This design comes from an exercise in tuning for small area, a short achievable clock period and few clock cycles per item on the open sky130 flow, not from production work. Where RTL was checked, it was by simulation tests only, not by an equivalence proof against the original.

== run 1 ==
==> flow/design.v <==
module riscv_m_unit(
    input  logic        clk,
    input  logic        resetn,
    input  logic        valid,
    input  logic [31:0] instruction,
    input  logic [31:0] rs1,
    input  logic [31:0] rs2,
    output logic        wr,
    output logic [31:0] rd,
    output logic        busy,
    output logic        ready
);
localparam logic [36:0] QV = 37'd12289;
localparam logic [3:0] S_IDLE  = 4'd0,
                       S_START = 4'd1,
                       S_MUL   = 4'd2,
                       S_MFIN  = 4'd3,
                       S_NEGX  = 4'd4,
                       S_DIV   = 4'd6,
                       S_FIN   = 4'd7,
                       S_RFIX  = 4'd8,
                       S_FIXS  = 4'd9,
                       S_MQ3   = 4'd10,
                       S_MQSUB = 4'd11,
                       S_DONE  = 4'd12;
function automatic [4:0] hipos(input logic [31:0] v);
    integer i;
    hipos = 5'd0;
    for (i = 0; i < 32; i = i + 1)
        if (v[i]) hipos = i[4:0];
endfunction
function automatic [2:0] m3add(input logic [2:0] a, input logic [2:0] b);
    m3add[0] = (a[0] & b[0]) | (a[1] & b[2]) | (a[2] & b[1]);
    m3add[1] = (a[0] & b[1]) | (a[1] & b[0]) | (a[2] & b[2]);
    m3add[2] = (a[0] & b[2]) | (a[1] & b[1]) | (a[2] & b[0]);
endfunction
function automatic [16:0] div3(input logic [15:0] y);
    logic [2:0]  m [0:7];
    logic [2:0]  r [0:8];
    logic [2:0]  m54, m32, m10, m3210;
    logic [1:0]  d;
    logic [15:0] q;
    integer k;
    for (k = 0; k < 8; k = k + 1) begin
        d = y[2*k +: 2];
        m[k] = {d == 2'd2, d == 2'd1, (d == 2'd0) | (d == 2'd3)};
    end
    m54   = m3add(m[5], m[4]);
    m32   = m3add(m[3], m[2]);
    m10   = m3add(m[1], m[0]);
    m3210 = m3add(m32, m10);
    r[8] = 3'b001;
    r[7] = m[7];
    r[6] = m3add(m[7], m[6]);
    r[5] = m3add(r[6], m[5]);
    r[4] = m3add(r[6], m54);
    r[3] = m3add(r[4], m[3]);
    r[2] = m3add(r[4], m32);
    r[1] = m3add(r[2], m[1]);
    r[0] = m3add(r[4], m3210);
    for (k = 0; k < 8; k = k + 1) begin
        d = y[2*k +: 2];
        q[2*k+1] = (r[k+1][1] & d[1]) | r[k+1][2];
        q[2*k]   = (r[k+1][0] & (d == 2'd3)) | (r[k+1][1] & ~d[1]) | (r[k+1][2] & (d != 2'd0));
    end
    div3 = {r[0][2], r[0][1], q[14:0]};
endfunction
function automatic [2:0] bsel(input logic [2:0] d);
    case (d)
        3'b001, 3'b010: bsel = 3'b100;
        3'b011:         bsel = 3'b010;
        3'b100:         bsel = 3'b011;
        3'b101, 3'b110: bsel = 3'b101;
        default:        bsel = 3'b000;
    endcase
endfunction
localparam logic [3:0] OP_MUL  = 4'd0,
                       OP_MUL0 = 4'd1,    
                       OP_ADDM = 4'd2,    
                       OP_SUBM = 4'd3,    
                       OP_NEGH = 4'd4,    
                       OP_NEGX = 4'd5,    
                       OP_NEGL = 4'd6,    
                       OP_DIV  = 4'd7,    
                       OP_RFIX = 4'd8,    
                       OP_ADDQ = 4'd9,    
                       OP_MFIN = 4'd10;   
logic [3:0]  st, nst, op_n;
logic        rdy_q, busy_q, rsel;
logic [33:0] H;
logic [32:0] X;
logic [31:0] L;
logic [4:0]  cnt;
logic [2:0]  f3;
logic        cust;
logic        sn, sd;
logic [4:0]  php, pxp;       
logic        k_dneg;         
logic        k_q1, k_x, k_h, k_l, k_q, k_ainv, k_bn;
logic [2:0]  k_b0, k_b1;         
logic [2:0]  b0_n, b1_n;
wire acc_m  = (instruction[6:0] == 7'b0110011) && (instruction[31:25] == 7'b0000001);
wire acc_c  = (instruction[6:0] == 7'b0001011);
wire accept = valid && (acc_m || acc_c);
wire op_mulq = cust & f3[1];
wire op_mulc = op_mulq | (~cust & ~f3[2]);     
wire op_div  = ~cust & f3[2];
wire div_q   = ~f3[1];           
wire mul_lo  = ~cust & (f3 == 3'd0);
wire mulhu   = ~cust & (f3 == 3'd3);
wire sn_i = rs1[31] & ~instruction[12];
wire sd_i = rs2[31] & ~instruction[12];
wire [5:0] sdiff = {1'b0, php} + {5'd0, sn} - {1'b0, pxp};
wire dz  = (X[31:0] == 32'd0);
wire qz  = sdiff[5];
wire [32:0] xsh = X << sdiff[4:0];
wire need_neg = div_q ? (sn ^ sd) : sn;
wire dstart = (st == S_START) & op_div;
wire        mul_now = (st == S_MUL) | ((st == S_START) & op_mulc);
wire [4:0]  lim     = op_mulq ? 5'd4 : 5'd8;
wire [4:0]  cnt_n   = cnt + 5'd1;
wire        mul_end = mul_now & (cnt_n == lim);
wire [36:0] xs      = {{4{X[32] & op_mulc}}, X};
wire [16:0] d3 = div3({H[11:0], L[31:28]});
wire         inv0   = k_bn | k_dneg | k_b0[0];
wire [36:0]  hs     = {{3{H[33]}}, H};
wire [36:0]  add_a  = ((hs & {37{k_h}}) | ({5'd0, L} & {37{k_l}})) ^ {37{k_ainv}};
wire [36:0]  add_b0 = ((xs & {37{k_x | k_b0[2]}}) | ({xs[35:0], 1'b0} & {37{k_b0[1]}})
                     | (QV & {37{k_q}})) ^ {37{inv0}};
wire [36:0]  add_b1 = (({xs[34:0], 2'b00} & {37{k_b1[2]}}) | ({xs[33:0], 3'b000} & {37{k_b1[1]}})
                     | (QV & {37{k_q1}})) ^ {37{k_b1[0] | k_q1}};
wire         c0     = inv0 | k_ainv;
wire         c1     = k_b1[0] | k_q1;
wire [36:0]  csa_s  = add_a ^ add_b0 ^ add_b1;
wire [36:0]  csa_c  = (add_a & add_b0) | (add_a & add_b1) | (add_b0 & add_b1);
wire [37:0]  sum_x  = {csa_s, c1} + {csa_c[35:0], c0, c1};
wire [36:0]  S      = sum_x[37:1];
wire         s_neg  = S[36];
wire         q_neg  = S[16];
always_comb begin
    nst = st;
    case (st)
        S_IDLE:  nst = accept ? S_START : S_IDLE;
        S_START: begin
            if (cust & ~f3[1]) nst = q_neg ? S_FIXS : S_DONE;
            else if (op_div)   nst = (dz | qz) ? S_DONE : (sd ? S_NEGX : S_DIV);
        end
        S_NEGX:  nst = S_DIV;
        S_MFIN:  nst = S_DONE;
        S_DIV:   if (cnt == 5'd0) nst = div_q ? (need_neg ? S_FIN : S_DONE) : S_RFIX;
        S_RFIX:  nst = sn ? S_FIN : S_DONE;
        S_FIN:   nst = S_DONE;
        S_FIXS:  nst = q_neg ? S_FIXS : S_DONE;
        S_MQ3:   nst = S_MQSUB;
        S_MQSUB: nst = q_neg ? S_FIXS : S_DONE;
        S_DONE:  nst = S_IDLE;
        default: nst = S_IDLE;
    endcase
    if (mul_now)
        nst = mul_end ? (op_mulq ? S_MQ3 : ((mulhu & L[3]) ? S_MFIN : S_DONE)) : S_MUL;
end
always_comb begin
    op_n = OP_ADDQ;
    b0_n = 3'b000;
    b1_n = 3'b000;
    case (st)
        S_IDLE: begin
            if (instruction[3] ? instruction[13] : ~instruction[14]) begin
                op_n = OP_MUL0;
                b0_n = bsel({rs1[1:0], 1'b0});
                b1_n = bsel(rs1[3:1]);
            end else if (instruction[3])
                op_n = instruction[12] ? OP_SUBM : OP_ADDM;
            else
                op_n = OP_NEGH;
        end
        S_START: begin
            if (op_div)        op_n = sd ? OP_NEGX : OP_DIV;
            else if (op_mulc) begin
                op_n = OP_MUL;
                b0_n = bsel(L[5:3]);
                b1_n = bsel(L[7:5]);
            end
        end
        S_MUL: begin
            if (mul_end) op_n = OP_MFIN;
            else begin
                op_n = OP_MUL;
                b0_n = bsel(L[5:3]);
                b1_n = bsel(L[7:5]);
            end
        end
        S_NEGX:  op_n = OP_DIV;
        S_DIV:   op_n = (cnt == 5'd0) ? (div_q ? OP_NEGL : OP_RFIX) : OP_DIV;
        S_RFIX:  op_n = OP_NEGH;
        S_MQ3:   op_n = OP_SUBM;
        default: op_n = OP_ADDQ;
    endcase
end
always_ff @(posedge clk) begin
    k_b0   <= b0_n;
    k_b1   <= b1_n;
    k_h    <= (op_n != OP_MUL0) & (op_n != OP_NEGX) & (op_n != OP_NEGL);
    k_q1   <= (op_n == OP_ADDM);
    k_x    <= (op_n == OP_ADDM) | (op_n == OP_SUBM) | (op_n == OP_NEGX) | (op_n == OP_DIV)
            | ((op_n == OP_RFIX) & s_neg) | (op_n == OP_MFIN);
    k_l    <= (op_n == OP_NEGL);
    k_q    <= (op_n == OP_ADDQ);
    k_ainv <= (op_n == OP_NEGH) | (op_n == OP_NEGL);
    k_bn   <= (op_n == OP_SUBM) | (op_n == OP_NEGX);
    k_dneg <= (op_n == OP_DIV) & ((st == S_DIV) ? ~s_neg : 1'b1);
end
always_ff @(posedge clk or negedge resetn) begin
    if (!resetn) begin
        st     <= S_IDLE;
        rdy_q  <= 1'b0;
        busy_q <= 1'b0;
    end else begin
        st     <= nst;
        rdy_q  <= (nst == S_DONE);
        busy_q <= (nst != S_IDLE) && (nst != S_DONE);
    end
end
always_ff @(posedge clk)
    rsel <= mul_lo | (op_div & div_q & (st != S_FIN));
always_ff @(posedge clk) begin
    if (st == S_IDLE) begin
        H    <= {2'b00, rs1};
        X    <= {rs2[31] & ~instruction[3] & (instruction[14] ? ~instruction[12] : ~instruction[13]), rs2};
        php  <= hipos(rs1 ^ {32{sn_i}});
        pxp  <= hipos(rs2 ^ {32{sd_i}});
        L    <= rs1;
        f3   <= instruction[14:12];
        cust <= instruction[3];
        sn   <= sn_i;
        sd   <= sd_i;
        cnt  <= 5'd0;
    end
    if (mul_now) begin
        cnt  <= cnt_n;
        H    <= {S[36], S[36:4]};
        L    <= {S[3:0], L[31:4]};
    end
    if (dstart) begin
        L   <= dz ? 32'hffffffff : 32'd0;
        cnt <= sdiff[4:0];
        X   <= xsh;
        if (sn & ~dz & ~qz) H <= {2'b00, S[31:0]};
    end
    case (st)
        S_START: if (cust & ~f3[1]) H <= S[33:0];
        S_NEGX:  X <= S[32:0];
        S_DIV: begin
            H <= S[33:0];
            L <= {L[30:0], ~s_neg};
            if (cnt != 5'd0) begin
                X   <= {1'b0, X[32:1]};
                cnt <= cnt - 5'd1;
            end
        end
        S_MFIN, S_RFIX, S_FIN, S_FIXS, S_MQSUB: H <= S[33:0];
        S_MQ3: begin
            H <= {20'd0, d3[16:15], L[27:16]};
            X <= {18'd0, d3[14:0]};
        end
        default: ;
    endcase
end
assign rd    = rsel ? L : H[31:0];
assign ready = rdy_q;
assign wr    = rdy_q;
assign busy  = busy_q;
endmodule
clock: 11.0 ns
lec_check: 0
cap_margin: 20
core_margin: 2
core_utilization: 40
slew_margin: 20
tns_end_percent: 100
standard.sh (not shown) runs the stock make flow with config.mk's settings and CLKGATE_MAP_FILE= SYNTH_SCRIPT=/design/flow/synth_recipe.tcl, a recipe that flattens the netlist after the stock synthesis.
==> flow/flow/run.sh <==
#!/bin/bash
set -euo pipefail
bash standard.sh SETUP_SLACK_MARGIN=6.5 finish > standard_flow.log 2>&1
## Diff of input files: run 4 against run 1
--- a/flow/design.v
+++ b/flow/design.v
@@ -14,10 +14,11 @@
 localparam logic [3:0] S_IDLE  = 4'd0,
                        S_START = 4'd1,
                        S_MUL   = 4'd2,
                        S_MFIN  = 4'd3,
                        S_NEGX  = 4'd4,
+                       S_ALIGN = 4'd5,
                        S_DIV   = 4'd6,
                        S_FIN   = 4'd7,
                        S_RFIX  = 4'd8,
                        S_FIXS  = 4'd9,
                        S_MQ3   = 4'd10,
@@ -91,12 +92,11 @@
 logic [32:0] X;
 logic [31:0] L;
 logic [4:0]  cnt;
 logic [2:0]  f3;
 logic        cust;
-logic        sn, sd;
-logic [4:0]  php, pxp;       
+logic        sn, sd, dzq, qzq;
 logic        k_dneg;         
 logic        k_q1, k_x, k_h, k_l, k_q, k_ainv, k_bn;
 logic [2:0]  k_b0, k_b1;         
 logic [2:0]  b0_n, b1_n;
 wire acc_m  = (instruction[6:0] == 7'b0110011) && (instruction[31:25] == 7'b0000001);
@@ -106,16 +106,16 @@
 wire op_mulc = op_mulq | (~cust & ~f3[2]);     
 wire op_div  = ~cust & f3[2];
 wire div_q   = ~f3[1];           
 wire mul_lo  = ~cust & (f3 == 3'd0);
 wire mulhu   = ~cust & (f3 == 3'd3);
-wire sn_i = rs1[31] & ~instruction[12];
-wire sd_i = rs2[31] & ~instruction[12];
-wire [5:0] sdiff = {1'b0, php} + {5'd0, sn} - {1'b0, pxp};
+wire [4:0] ph    = hipos(H[31:0] ^ {32{sn}});
+wire [4:0] px    = hipos(X[31:0] ^ {32{sd}});
+wire [5:0] sdiff = {1'b0, ph} + {5'd0, sn} - {1'b0, px};
 wire dz  = (X[31:0] == 32'd0);
 wire qz  = sdiff[5];
-wire [32:0] xsh = X << sdiff[4:0];
+wire [32:0] xsh = {1'b0, X[31:0]} << cnt;
 wire need_neg = div_q ? (sn ^ sd) : sn;
 wire dstart = (st == S_START) & op_div;
 wire        mul_now = (st == S_MUL) | ((st == S_START) & op_mulc);
 wire [4:0]  lim     = op_mulq ? 5'd4 : 5'd8;
 wire [4:0]  cnt_n   = cnt + 5'd1;
@@ -141,14 +141,14 @@
     nst = st;
     case (st)
         S_IDLE:  nst = accept ? S_START : S_IDLE;
         S_START: begin
             if (cust & ~f3[1]) nst = q_neg ? S_FIXS : S_DONE;
-            else if (op_div)   nst = (dz | qz) ? S_DONE : (sd ? S_NEGX : S_DIV);
-        end
-        S_NEGX:  nst = S_DIV;
+            else if (op_div)   nst = S_ALIGN;
+        end
         S_MFIN:  nst = S_DONE;
+        S_ALIGN: nst = (dzq | qzq) ? S_DONE : S_DIV;
         S_DIV:   if (cnt == 5'd0) nst = div_q ? (need_neg ? S_FIN : S_DONE) : S_RFIX;
         S_RFIX:  nst = sn ? S_FIN : S_DONE;
         S_FIN:   nst = S_DONE;
         S_FIXS:  nst = q_neg ? S_FIXS : S_DONE;
         S_MQ3:   nst = S_MQSUB;
@@ -170,14 +170,14 @@
                 b0_n = bsel({rs1[1:0], 1'b0});
                 b1_n = bsel(rs1[3:1]);
             end else if (instruction[3])
                 op_n = instruction[12] ? OP_SUBM : OP_ADDM;
             else
-                op_n = OP_NEGH;
+                op_n = OP_NEGX;
         end
         S_START: begin
-            if (op_div)        op_n = sd ? OP_NEGX : OP_DIV;
+            if (op_div)        op_n = OP_NEGH;
             else if (op_mulc) begin
                 op_n = OP_MUL;
                 b0_n = bsel(L[5:3]);
                 b1_n = bsel(L[7:5]);
             end
@@ -188,11 +188,11 @@
                 op_n = OP_MUL;
                 b0_n = bsel(L[5:3]);
                 b1_n = bsel(L[7:5]);
             end
         end
-        S_NEGX:  op_n = OP_DIV;
+        S_ALIGN: op_n = OP_DIV;
         S_DIV:   op_n = (cnt == 5'd0) ? (div_q ? OP_NEGL : OP_RFIX) : OP_DIV;
         S_RFIX:  op_n = OP_NEGH;
         S_MQ3:   op_n = OP_SUBM;
         default: op_n = OP_ADDQ;
     endcase
@@ -224,34 +224,36 @@
 always_ff @(posedge clk)
     rsel <= mul_lo | (op_div & div_q & (st != S_FIN));
 always_ff @(posedge clk) begin
     if (st == S_IDLE) begin
         H    <= {2'b00, rs1};
-        X    <= {rs2[31] & ~instruction[3] & (instruction[14] ? ~instruction[12] : ~instruction[13]), rs2};
-        php  <= hipos(rs1 ^ {32{sn_i}});
-        pxp  <= hipos(rs2 ^ {32{sd_i}});
+        X    <= {rs2[31] & ~instruction[14] & ~instruction[13] & ~instruction[3], rs2};
         L    <= rs1;
         f3   <= instruction[14:12];
         cust <= instruction[3];
-        sn   <= sn_i;
-        sd   <= sd_i;
+        sn   <= rs1[31] & ~instruction[12];
+        sd   <= rs2[31] & ~instruction[12];
         cnt  <= 5'd0;
     end
     if (mul_now) begin
         cnt  <= cnt_n;
         H    <= {S[36], S[36:4]};
         L    <= {S[3:0], L[31:4]};
     end
     if (dstart) begin
         L   <= dz ? 32'hffffffff : 32'd0;
+        dzq <= dz;
+        qzq <= qz;
         cnt <= sdiff[4:0];
-        X   <= xsh;
-        if (sn & ~dz & ~qz) H <= {2'b00, S[31:0]};
+        if (sd) X <= {1'b0, S[31:0]};
     end
     case (st)
         S_START: if (cust & ~f3[1]) H <= S[33:0];
-        S_NEGX:  X <= S[32:0];
+        S_ALIGN: begin
+            X <= xsh;
+            if (sn & ~dzq & ~qzq) H <= {2'b00, S[31:0]};
+        end
         S_DIV: begin
             H <= S[33:0];
             L <= {L[30:0], ~s_neg};
             if (cnt != 5'd0) begin
                 X   <= {1'b0, X[32:1]};
Of run 4 and run 1, run 4 shows the lower synthesized cell count, with run 1 above it.
Reported for run 4 and run 1, number of max-cap violations turned out identical to the last digit.
Sort run 4 and run 1 by shortest clock period the worst path allows after layout, ascending, and run 4 comes first.
Comparing multi-input gate share of the layout cell area for run 4 and run 1, the bigger number came from run 4.
The area taken by multi-input logic gates of run 4 falls short of that of run 1 by 3.4%.
Taking run 1 as the reference point, the largest fanout on the critical path of run 4 falls by 11.
Worst setup slack after layout improves in run 4 relative to run 1.
Compared to run 1, run 4 has synthesized area about 4% lower.
Changes observed in run 4 relative to run 1: count of clock-buffer cells in the layout climbed 3; number of filler cells placed in the layout dropped about 4%.
Testbench counts of run 4, summed over its fixed seeds: cycles 40,021, items 4,800.
No functional check of the RTL was part of run 1.

==> separate check: timing with driven ports <==
No port has a modelled driver above. Below, the same layouts with a new extraction and two added sets of constraints. Step 1 sets driving cells, clkbuf_16 on the clock port and buf_2 on the other inputs (assumed; they add their load-dependent delay and slew). Step 2 also shifts input and output timing later by t, the mid clock arrival at the registers, as if the neighbouring blocks saw the same clock. a / b / c = ideal ports / drivers / drivers and shift; a / b = the first two.
run | t (ns) | slack for setup (ns) | worst data-port slew with drivers (ns)
run 1 | 0.516 | 6.392 / 6.392 / 6.179 | 0.09
run 4 | 0.510 | 6.567 / 6.567 / 6.542 | 0.07
After both steps setup and hold are still met in every run listed. For run 1, which loses most, drivers alone change the setup slack by 0.000 ns; drivers and shift together by -0.213 ns.
